Context: an optimization exercise on an open-source flow, tuned for small area and a short achievable clock period. The choices shown serve that exercise and are no tape-out recipe.
Where RTL was checked, it was by simulation tests only, not by an equivalence proof against the original.
No activity file was given, so power comes from the tool's default toggle rates.

Setup of v6:
==> flow/design.v <==
`timescale 1ns / 1ps
module Main(
    input clk,
    input [7:0] instruction,
    input reset,
    output [7:0] ReadAddress,
    output [6:0] seg_ten,
    output [6:0] seg_one,
    output led
    );
  wire [1:0] op = instruction[7:6];
  wire [1:0] rs = instruction[5:4];
  wire [1:0] rt = instruction[3:2];
  wire [1:0] x  = instruction[1:0];
  wire [7:0] imm = {{7{x[1]}}, x[0]};
  wire is_add  = (op == 2'b00);
  wire is_lw   = (op == 2'b01);
  wire is_sw   = (op == 2'b10);
  wire is_jump = (op == 2'b11);
  wire [3:0] rsd = {rs == 2'd3, rs == 2'd2, rs == 2'd1, rs == 2'd0};
  wire [3:0] rtd = {rt == 2'd3, rt == 2'd2, rt == 2'd1, rt == 2'd0};
  reg [7:0] R0, R1, R2, R3;
  wire [7:0] A, B, HA;
  wire [3:0] LA;
  genvar b;
  generate
    for (b = 0; b < 8; b = b + 1) begin : rdport
      cpu_ao4 ua (.s(rsd), .d({R3[b], R2[b], R1[b], R0[b]}), .y(A[b]));
      cpu_ao4 ub (.s(rtd), .d({R3[b], R2[b], R1[b], R0[b]}), .y(B[b]));
      cpu_ao4 uh (.s(rsd), .d({R3[4:2] == b, R2[4:2] == b, R1[4:2] == b, R0[4:2] == b}), .y(HA[b]));
    end
    for (b = 0; b < 4; b = b + 1) begin : rdlo
      cpu_ao4 ul (.s(rsd), .d({R3[1:0] == b, R2[1:0] == b, R1[1:0] == b, R0[1:0] == b}), .y(LA[b]));
    end
  endgenerate
  wire [7:0] sum_ab, sum_ai;
  cpu_add8 u_addab (.a(A), .b(B), .s(sum_ab));      
  cpu_addimm u_addai (.a(A), .x(x), .s(sum_ai));    
  wire [3:0] xd = {x == 2'd3, x == 2'd2, x == 2'd1, x == 2'd0};
  wire [3:0] lo;
  cpu_ao4 u_lo0 (.s(xd), .d({LA[1], LA[2], LA[3], LA[0]}), .y(lo[0]));
  cpu_ao4 u_lo1 (.s(xd), .d({LA[2], LA[3], LA[0], LA[1]}), .y(lo[1]));
  cpu_ao4 u_lo2 (.s(xd), .d({LA[3], LA[0], LA[1], LA[2]}), .y(lo[2]));
  cpu_ao4 u_lo3 (.s(xd), .d({LA[0], LA[1], LA[2], LA[3]}), .y(lo[3]));
  wire c2;
  wire c2_a, c2_b;
  cpu_aoi22 u_c2a (.a1(x == 2'd3), .a2(LA[1]), .b1(x[1]), .b2(LA[2]), .y(c2_a));
  cpu_nand2 u_c2b (.a(x != 2'd0), .b(LA[3]), .y(c2_b));
  cpu_nand2 u_c2 (.a(c2_a), .b(c2_b), .y(c2));
  wire [7:0] hc0 = x[1] ? {HA[0], HA[7:1]} : HA;
  wire [7:0] hc1 = x[1] ? HA : {HA[6:0], HA[7]};
  wire [7:0] hi;
  generate
    for (b = 0; b < 8; b = b + 1) begin : hsel
      cpu_mux2 u (.s(c2), .a(hc0[b]), .b(hc1[b]), .y(hi[b]));
    end
  endgenerate
  wire [3:0] lo_sw = lo & {4{is_sw}};
  wire [31:0] mwe;
  genvar i, g;
  generate
    for (i = 0; i < 32; i = i + 1) begin : we
      assign mwe[i] = hi[i / 4] & lo_sw[i % 4];
    end
  endgenerate
  reg [7:0] M [0:31];
  reg [31:0] MV;                 
  wire [3:0] lo_lw = lo & {4{is_lw}};
  wire [7:0] rdm;
  wire written_lw;               
  generate
    for (b = 0; b < 9; b = b + 1) begin : rdmem
      wire [7:0] grp;
      for (g = 0; g < 8; g = g + 1) begin : gr
        if (b < 8) begin : d
          cpu_ao4 u (.s(lo), .d({M[4*g+3][b], M[4*g+2][b], M[4*g+1][b], M[4*g][b]}), .y(grp[g]));
        end else begin : v
          cpu_ao4 u (.s(lo_lw), .d(MV[4*g+3:4*g]), .y(grp[g]));
        end
      end
      if (b < 8) begin : o
        cpu_ao8 u (.s(hi), .d(grp), .y(rdm[b]));
      end else begin : ov
        cpu_ao8 u (.s(hi), .d(grp), .y(written_lw));
      end
    end
  endgenerate
  wire [4:0] addr = sum_ai[4:0];
  wire [7:0] init = {{4{addr[4] & (addr[3:0] != 4'd0)}},
                     addr[4] ? (4'd0 - addr[3:0]) : addr[3:0]};
  wire [7:0] other = is_lw ? init : (is_sw ? sum_ai : sum_ab);
  wire [7:0] W;
  cpu_wmux u_w (.rdm(rdm), .sel(written_lw), .other(other), .w(W));
  wire [3:0] rwe;
  assign rwe[0] = (is_add & (x == 2'd0)) | (is_lw & (rt == 2'd0));
  assign rwe[1] = (is_add & (x == 2'd1)) | (is_lw & (rt == 2'd1));
  assign rwe[2] = (is_add & (x == 2'd2)) | (is_lw & (rt == 2'd2));
  assign rwe[3] = (is_add & (x == 2'd3)) | (is_lw & (rt == 2'd3));
  always @(posedge clk or posedge reset) begin
    if (reset) begin
      R0 <= 8'd0; R1 <= 8'd0; R2 <= 8'd0; R3 <= 8'd0;
    end else begin
      if (rwe[0]) R0 <= W;
      if (rwe[1]) R1 <= W;
      if (rwe[2]) R2 <= W;
      if (rwe[3]) R3 <= W;
    end
  end
  generate
    for (i = 0; i < 32; i = i + 1) begin : mw
      always @(posedge clk)
        if (mwe[i]) M[i] <= B;
    end
  endgenerate
  always @(posedge clk or posedge reset) begin
    if (reset) MV <= 32'd0;
    else MV <= MV | mwe;
  end
  reg [7:0] PC;
  always @(posedge clk or posedge reset) begin
    if (reset) PC <= 8'd0;
    else PC <= PC + 8'd1 + (is_jump ? imm : 8'd0);
  end
  assign ReadAddress = PC;
  assign led = reset;
  cpu_seg7 u_ten (.v(W[7:4]), .seg(seg_ten));
  cpu_seg7 u_one (.v(W[3:0]), .seg(seg_one));
endmodule
module cpu_ao4(input [3:0] s, input [3:0] d, output y);
  assign y = |(s & d);
endmodule
module cpu_ao8(input [7:0] s, input [7:0] d, output y);
  assign y = |(s & d);
endmodule
module cpu_add8(input [7:0] a, input [7:0] b, output [7:0] s);
  assign s = a + b;
endmodule
module cpu_addimm(input [7:0] a, input [1:0] x, output [7:0] s);
  assign s = a + {{7{x[1]}}, x[0]};
endmodule
module cpu_aoi22(input a1, input a2, input b1, input b2, output y);
  assign y = ~((a1 & a2) | (b1 & b2));
endmodule
module cpu_nand2(input a, input b, output y);
  assign y = ~(a & b);
endmodule
module cpu_mux2(input s, input a, input b, output y);
  assign y = s ? b : a;
endmodule
module cpu_wmux(input [7:0] rdm, input sel, input [7:0] other, output [7:0] w);
  assign w = sel ? rdm : other;
endmodule
module cpu_seg7(input [3:0] v, output reg [6:0] seg);
  always @* begin
    case (v)
      4'h0: seg = 7'b0111111;
      4'h1: seg = 7'b0000110;
      4'h2: seg = 7'b1011011;
      4'h3: seg = 7'b1001111;
      4'h4: seg = 7'b1100110;
      4'h5: seg = 7'b1101101;
      4'h6: seg = 7'b1111101;
      4'h7: seg = 7'b0000111;
      4'h8: seg = 7'b1111111;
      4'h9: seg = 7'b1101111;
      4'hA: seg = 7'b1110111;
      4'hB: seg = 7'b1011110;
      4'hC: seg = 7'b0111001;
      4'hD: seg = 7'b1001110;
      4'hE: seg = 7'b1111001;
      default: seg = 7'b1110001;
    endcase
  end
endmodule
export LEC_CHECK = 0
export CAP_MARGIN = 20
export CORE_MARGIN = 2
export CORE_UTILIZATION = 55
export SETUP_SLACK_MARGIN = 2.0
export SLEW_MARGIN = 20
export SYNTH_HIERARCHICAL = 1
create_clock -name core_clock -period 9.0 [get_ports {clk}]
run.sh (not shown) runs the stock make flow with config.mk's settings and CLKGATE_MAP_FILE= SYNTH_SCRIPT=/design/flow/synth_recipe.tcl, a recipe that flattens the netlist after the stock synthesis.
--- input diff v6..v7 ---
--- a/flow/design.v
+++ b/flow/design.v
@@ -66,8 +66,8 @@
   reg [7:0] M [0:31];
   reg [31:0] MV;                 
   wire [3:0] lo_lw = lo & {4{is_lw}};
-  wire [7:0] rdm;
-  wire written_lw;               
+  wire [7:0] r0, r1;
+  wire w0, w1;                   
   generate
     for (b = 0; b < 9; b = b + 1) begin : rdmem
       wire [7:0] grp;
@@ -79,9 +79,11 @@
         end
       end
       if (b < 8) begin : o
-        cpu_ao8 u (.s(hi), .d(grp), .y(rdm[b]));
+        cpu_ao8 u0 (.s(hc0), .d(grp), .y(r0[b]));
+        cpu_ao8 u1 (.s(hc1), .d(grp), .y(r1[b]));
       end else begin : ov
-        cpu_ao8 u (.s(hi), .d(grp), .y(written_lw));
+        cpu_ao8 u0 (.s(hc0), .d(grp), .y(w0));
+        cpu_ao8 u1 (.s(hc1), .d(grp), .y(w1));
       end
     end
   endgenerate
@@ -90,7 +92,14 @@
                      addr[4] ? (4'd0 - addr[3:0]) : addr[3:0]};
   wire [7:0] other = is_lw ? init : (is_sw ? sum_ai : sum_ab);
   wire [7:0] W;
-  cpu_wmux u_w (.rdm(rdm), .sel(written_lw), .other(other), .w(W));
+  wire [7:0] y0, y1;
+  generate
+    for (b = 0; b < 8; b = b + 1) begin : wsel
+      cpu_mux2 u0 (.s(w0), .a(other[b]), .b(r0[b]), .y(y0[b]));
+      cpu_mux2 u1 (.s(w1), .a(other[b]), .b(r1[b]), .y(y1[b]));
+      cpu_mux2 u (.s(c2), .a(y0[b]), .b(y1[b]), .y(W[b]));
+    end
+  endgenerate
   wire [3:0] rwe;
   assign rwe[0] = (is_add & (x == 2'd0)) | (is_lw & (rt == 2'd0));
   assign rwe[1] = (is_add & (x == 2'd1)) | (is_lw & (rt == 2'd1));
@@ -147,9 +156,6 @@
 module cpu_mux2(input s, input a, input b, output y);
   assign y = s ? b : a;
 endmodule
-module cpu_wmux(input [7:0] rdm, input sel, input [7:0] other, output [7:0] w);
-  assign w = sel ? rdm : other;
-endmodule
 module cpu_seg7(input [3:0] v, output reg [6:0] seg);
   always @* begin
     case (v)
Findings:
Number of levels in the clock H-tree came out exactly the same in v6 and v7.
Compared with v6, v7 instantiates a larger number of cells.
In v7 the post-route fraction of the period consumed by the critical path turned out 2.2 points higher than in v6.
Number of buffers inserted to repair setup after CTS shrinks by more than 10% when moving from v6 to v7.
Across both runs, routability congestion estimate from global placement was higher for v7 than for v6.
On area after synthesis: between v6 and v7, it ends up lower for v6.
Reported for v6 and v7, number of nets still failing antenna checks after routing turned out identical to the last digit.
Only the layout flow was run in v7; the RTL was not checked for function there.

========
Another version of the RTL of Main (not shown whole).
For scale: ~1300 cells after synthesis, about 300 flip-flops, roughly 33 I/O pins.
==> module Main, before the edit <==
module Main(
    input clk,
    input [7:0] instruction,
    input reset,
    output [7:0] ReadAddress,
    output [6:0] seg_ten,
    output [6:0] seg_one,
    output led
    );
  wire [1:0] op = instruction[7:6];
  wire [1:0] rs = instruction[5:4];
  wire [1:0] rt = instruction[3:2];
  wire [1:0] x  = instruction[1:0];
  wire [7:0] imm = {{7{x[1]}}, x[0]};
  wire is_add  = (op == 2'b00);
  wire is_lw   = (op == 2'b01);
  wire is_sw   = (op == 2'b10);
  wire is_jump = (op == 2'b11);
  wire [3:0] rsd = {rs == 2'd3, rs == 2'd2, rs == 2'd1, rs == 2'd0};
  wire [3:0] rtd = {rt == 2'd3, rt == 2'd2, rt == 2'd1, rt == 2'd0};
  wire [3:0] rsd_alu = rsd & {4{~is_lw}};
  wire b_en = is_add | is_jump;
  wire [3:0] xd  = {x == 2'd3, x == 2'd2, x == 2'd1, x == 2'd0};
  wire [3:0] xd_lw = xd & {4{is_lw}};
  wire [3:0] xd_sw = xd & {4{is_sw}};
  reg [7:0] R0, R1, R2, R3;
  wire [7:0] A, B, B2, BI, HA;
  wire [3:0] LA;
  genvar b, i, g;
  generate
    for (b = 0; b < 8; b = b + 1) begin : rdport
      cpu_ao4 ua (.s(rsd_alu), .d({R3[b], R2[b], R1[b], R0[b]}), .y(A[b]));
      cpu_ao4 ub (.s(rtd), .d({R3[b], R2[b], R1[b], R0[b]}), .y(B[b]));
      cpu_mux4 ub2 (.s(rt), .d({R3[b], R2[b], R1[b], R0[b]}), .y(B2[b]));
      cpu_a21o ubi (.a1(B2[b]), .a2(b_en), .b1(is_sw & imm[b]), .x(BI[b]));
      cpu_mux4 uh (.s(rs), .d({R3[4:2] == b, R2[4:2] == b, R1[4:2] == b, R0[4:2] == b}), .y(HA[b]));
    end
    for (b = 0; b < 4; b = b + 1) begin : rdlo
      cpu_mux4 ul (.s(rs), .d({R3[1:0] == b, R2[1:0] == b, R1[1:0] == b, R0[1:0] == b}), .y(LA[b]));
    end
  endgenerate
  wire [7:0] sum;
  cpu_add8 u_add (.a(A), .b(BI), .s(sum));
  wire [3:0] lo_rd [0:3];
  wire [3:0] lo_wr;
  generate
    for (b = 0; b < 4; b = b + 1) begin : lsel
      for (g = 0; g < 4; g = g + 1) begin : cp
        cpu_ao4 ur (.s(xd_lw), .d({LA[(b + 1) % 4], LA[(b + 2) % 4], LA[(b + 3) % 4], LA[b]}), .y(lo_rd[g][b]));
      end
      cpu_ao4 uw (.s(xd_sw), .d({LA[(b + 1) % 4], LA[(b + 2) % 4], LA[(b + 3) % 4], LA[b]}), .y(lo_wr[b]));
    end
  endgenerate
  wire c2, c2_a, c2_b;
  cpu_aoi22 u_c2a (.a1(x == 2'd3), .a2(LA[1]), .b1(x[1]), .b2(LA[2]), .y(c2_a));
  cpu_nand2 u_c2b (.a(x != 2'd0), .b(LA[3]), .y(c2_b));
  cpu_nand2 u_c2 (.a(c2_a), .b(c2_b), .y(c2));
  wire [7:0] hc0 = x[1] ? {HA[0], HA[7:1]} : HA;
  wire [7:0] hc1 = x[1] ? HA : {HA[6:0], HA[7]};
  wire [7:0] hi;
  generate
    for (b = 0; b < 8; b = b + 1) begin : hsel
      cpu_mux2 u (.s(c2), .a(hc0[b]), .b(hc1[b]), .y(hi[b]));
    end
  endgenerate
  reg [7:0] M [0:31];
  wire [7:0] alu_nlw = sum;
  wire [7:0] W, Wr;
  generate
    for (b = 0; b < 8; b = b + 1) begin : rdmem
      wire [7:0] grp;
      for (g = 0; g < 8; g = g + 1) begin : gr
        cpu_ao4 u (.s(lo_rd[b / 2]), .d({M[4*g+3][b], M[4*g+2][b], M[4*g+1][b], M[4*g][b]}), .y(grp[g]));
      end
      wire [3:0] t;
      cpu_aoi22 u0 (.a1(hi[0]), .a2(grp[0]), .b1(hi[1]), .b2(grp[1]), .y(t[0]));
      cpu_aoi22 u1 (.a1(hi[2]), .a2(grp[2]), .b1(hi[3]), .b2(grp[3]), .y(t[1]));
      cpu_aoi22 u2 (.a1(hi[4]), .a2(grp[4]), .b1(hi[5]), .b2(grp[5]), .y(t[2]));
      cpu_aoi221 u3 (.a1(hi[6]), .a2(grp[6]), .b1(hi[7]), .b2(grp[7]), .c(alu_nlw[b]), .y(t[3]));
      cpu_nand4 us (.a(t[0]), .b(t[1]), .c(t[2]), .d(t[3]), .y(W[b]));
      cpu_nand4r ur (.a(t[0]), .b(t[1]), .c(t[2]), .d(t[3]), .y(Wr[b]));
    end
  endgenerate
  wire [3:0] rwe;
  assign rwe[0] = (is_add & (x == 2'd0)) | (is_lw & (rt == 2'd0));
  assign rwe[1] = (is_add & (x == 2'd1)) | (is_lw & (rt == 2'd1));
  assign rwe[2] = (is_add & (x == 2'd2)) | (is_lw & (rt == 2'd2));
  assign rwe[3] = (is_add & (x == 2'd3)) | (is_lw & (rt == 2'd3));
  always @(posedge clk or posedge reset) begin
    if (reset) begin
      R0 <= 8'd0; R1 <= 8'd0; R2 <= 8'd0; R3 <= 8'd0;
    end else begin
      if (rwe[0]) R0 <= Wr;
      if (rwe[1]) R1 <= Wr;
      if (rwe[2]) R2 <= Wr;
      if (rwe[3]) R3 <= Wr;
    end
  end
  generate
    for (i = 0; i < 32; i = i + 1) begin : mw
      always @(posedge clk or posedge reset)
        if (reset) M[i] <= (i <= 16) ? (i % 16) : (272 - i);
        else if (hi[i / 4] & lo_wr[i % 4]) M[i] <= B;
    end
  endgenerate
  reg [7:0] PC;
  always @(posedge clk or posedge reset) begin
    if (reset) PC <= 8'd0;
    else PC <= PC + 8'd1 + (is_jump ? imm : 8'd0);
  end
  assign ReadAddress = PC;
  assign led = reset;
  cpu_seg7 u_ten (.v(W[7:4]), .seg(seg_ten));
  cpu_seg7 u_one (.v(W[3:0]), .seg(seg_one));
endmodule
==> module cpu_mux4, before the edit <==
module cpu_mux4(input [1:0] s, input [3:0] d, output y);
  assign y = d[s];
endmodule
==> module cpu_nand4r, before the edit <==
module cpu_nand4r(input a, input b, input c, input d, output y);
  assign y = ~(a & b & c & d);
endmodule
==> flow/config.mk <==
export PLATFORM = sky130hd
export DESIGN_NAME = Main
export DESIGN_NICKNAME = Main
export VERILOG_FILES = /design/flow/design.v
export SDC_FILE = /design/flow/constraint.sdc
export NUM_CORES = 4
export LEC_CHECK = 0
export CAP_MARGIN = 5
export CORE_MARGIN = 2
export CORE_UTILIZATION = 55
export CTS_BUF_LIST = sky130_fd_sc_hd__clkbuf_8
export CTS_CLUSTER_DIAMETER = 100
export CTS_CLUSTER_SIZE = 12
export SETUP_SLACK_MARGIN = 2.3
export SLEW_MARGIN = 5
export SYNTH_HIERARCHICAL = 1
export TNS_END_PERCENT = 0
==> flow/constraint.sdc <==
create_clock -name core_clock -period 9.0 [get_ports {clk}]
set_input_delay 1.8000 -clock core_clock [delete_from_list [all_inputs] [get_ports {clk}]]
set_output_delay 1.8000 -clock core_clock [all_outputs]
set_load 0.01 [all_outputs]
Rerun with:
--- a/flow/design.v
+++ b/flow/design.v
@@ -33,10 +33,10 @@
       cpu_ao4 ua (.s(rsd_alu), .d({R3[b], R2[b], R1[b], R0[b]}), .y(A[b]));
       cpu_ao4 ub (.s(rtd), .d({R3[b], R2[b], R1[b], R0[b]}), .y(B[b]));
-      cpu_mux4 ub2 (.s(rt), .d({R3[b], R2[b], R1[b], R0[b]}), .y(B2[b]));
+      cpu_ao4 ub2 (.s(rtd), .d({R3[b], R2[b], R1[b], R0[b]}), .y(B2[b]));
       cpu_a21o ubi (.a1(B2[b]), .a2(b_en), .b1(is_sw & imm[b]), .x(BI[b]));
-      cpu_mux4 uh (.s(rs), .d({R3[4:2] == b, R2[4:2] == b, R1[4:2] == b, R0[4:2] == b}), .y(HA[b]));
+      cpu_ao4 uh (.s(rsd), .d({R3[4:2] == b, R2[4:2] == b, R1[4:2] == b, R0[4:2] == b}), .y(HA[b]));
     end
     for (b = 0; b < 4; b = b + 1) begin : rdlo
-      cpu_mux4 ul (.s(rs), .d({R3[1:0] == b, R2[1:0] == b, R1[1:0] == b, R0[1:0] == b}), .y(LA[b]));
+      cpu_ao4 ul (.s(rsd), .d({R3[1:0] == b, R2[1:0] == b, R1[1:0] == b, R0[1:0] == b}), .y(LA[b]));
     end
   endgenerate
@@ -59,13 +59,14 @@
   wire [7:0] hc0 = x[1] ? {HA[0], HA[7:1]} : HA;
   wire [7:0] hc1 = x[1] ? HA : {HA[6:0], HA[7]};
-  wire [7:0] hi;
+  wire [7:0] hi, hi_wr;
   generate
     for (b = 0; b < 8; b = b + 1) begin : hsel
       cpu_mux2 u (.s(c2), .a(hc0[b]), .b(hc1[b]), .y(hi[b]));
+      cpu_mux2 uw (.s(c2), .a(hc0[b]), .b(hc1[b]), .y(hi_wr[b]));    
     end
   endgenerate
   reg [7:0] M [0:31];
   wire [7:0] alu_nlw = sum;
-  wire [7:0] W, Wr;
+  wire [7:0] W;
   generate
     for (b = 0; b < 8; b = b + 1) begin : rdmem
@@ -80,5 +81,4 @@
       cpu_aoi221 u3 (.a1(hi[6]), .a2(grp[6]), .b1(hi[7]), .b2(grp[7]), .c(alu_nlw[b]), .y(t[3]));
       cpu_nand4 us (.a(t[0]), .b(t[1]), .c(t[2]), .d(t[3]), .y(W[b]));
-      cpu_nand4r ur (.a(t[0]), .b(t[1]), .c(t[2]), .d(t[3]), .y(Wr[b]));
     end
   endgenerate
@@ -92,8 +92,8 @@
       R0 <= 8'd0; R1 <= 8'd0; R2 <= 8'd0; R3 <= 8'd0;
     end else begin
-      if (rwe[0]) R0 <= Wr;
-      if (rwe[1]) R1 <= Wr;
-      if (rwe[2]) R2 <= Wr;
-      if (rwe[3]) R3 <= Wr;
+      if (rwe[0]) R0 <= W;
+      if (rwe[1]) R1 <= W;
+      if (rwe[2]) R2 <= W;
+      if (rwe[3]) R3 <= W;
     end
   end
@@ -102,5 +102,5 @@
       always @(posedge clk or posedge reset)
         if (reset) M[i] <= (i <= 16) ? (i % 16) : (272 - i);
-        else if (hi[i / 4] & lo_wr[i % 4]) M[i] <= B;
+        else if (hi_wr[i / 4] & lo_wr[i % 4]) M[i] <= B;
     end
   endgenerate
@@ -114,7 +114,4 @@
   cpu_seg7 u_ten (.v(W[7:4]), .seg(seg_ten));
   cpu_seg7 u_one (.v(W[3:0]), .seg(seg_one));
-endmodule
-module cpu_mux4(input [1:0] s, input [3:0] d, output y);
-  assign y = d[s];
 endmodule
 module cpu_ao4(input [3:0] s, input [3:0] d, output y);
@@ -137,7 +134,4 @@
 endmodule
 module cpu_nand4(input a, input b, input c, input d, output y);
-  assign y = ~(a & b & c & d);
-endmodule
-module cpu_nand4r(input a, input b, input c, input d, output y);
   assign y = ~(a & b & c & d);
 endmodule
Effect: Wire length went down by 5.1%. Via count went down by 1.9%. Power went down by 1.8%. Cell count went up by 2.1%. Clock power went up by about 1%. Fmax went up by 1.2%. Design area went down by 1.3%. Die area went up by 0.41%.
No run of this note included a check of the RTL's function; only the layout flow was run.

## static timing again, ports no longer ideal
No port has a modelled driver above. Below, the same layouts with a new extraction and two added sets of constraints.
Step 1 assumes that a clkbuf_16 drives the clock port and a buf_2 every other input.
Step 2 adds t to the input delays and takes it off the output delays; t is the mean of the earliest and latest rising clock arrival at the registers after step 1. Input paths then give back, and output paths get back, about the clock's delay inside the block.
Three values: ideal ports, drivers, drivers and shift; two values: the first two.
run	t (ns)	setup slack, ns	worst setup path at the end	latest minus earliest clock arrival (ns)	worst slew at a driven data input, ns
v6	0.577	1.992 / 1.945 / 1.945	input to output	0.013 / 0.013	0.06
v7	0.570	1.790 / 1.734 / 1.734	input to output	0.018 / 0.019	0.07
the first run of note 2	0.663	2.095 / 2.047 / 2.047	input to output	0.051 / 0.051	0.07
the second run of note 2	0.671	2.175 / 2.132 / 2.132	input to output	0.047 / 0.046	0.06
After both steps setup and hold are still met in every run listed. For v7, which loses most, drivers alone change the setup slack by -0.056 ns; drivers and shift together by -0.056 ns.
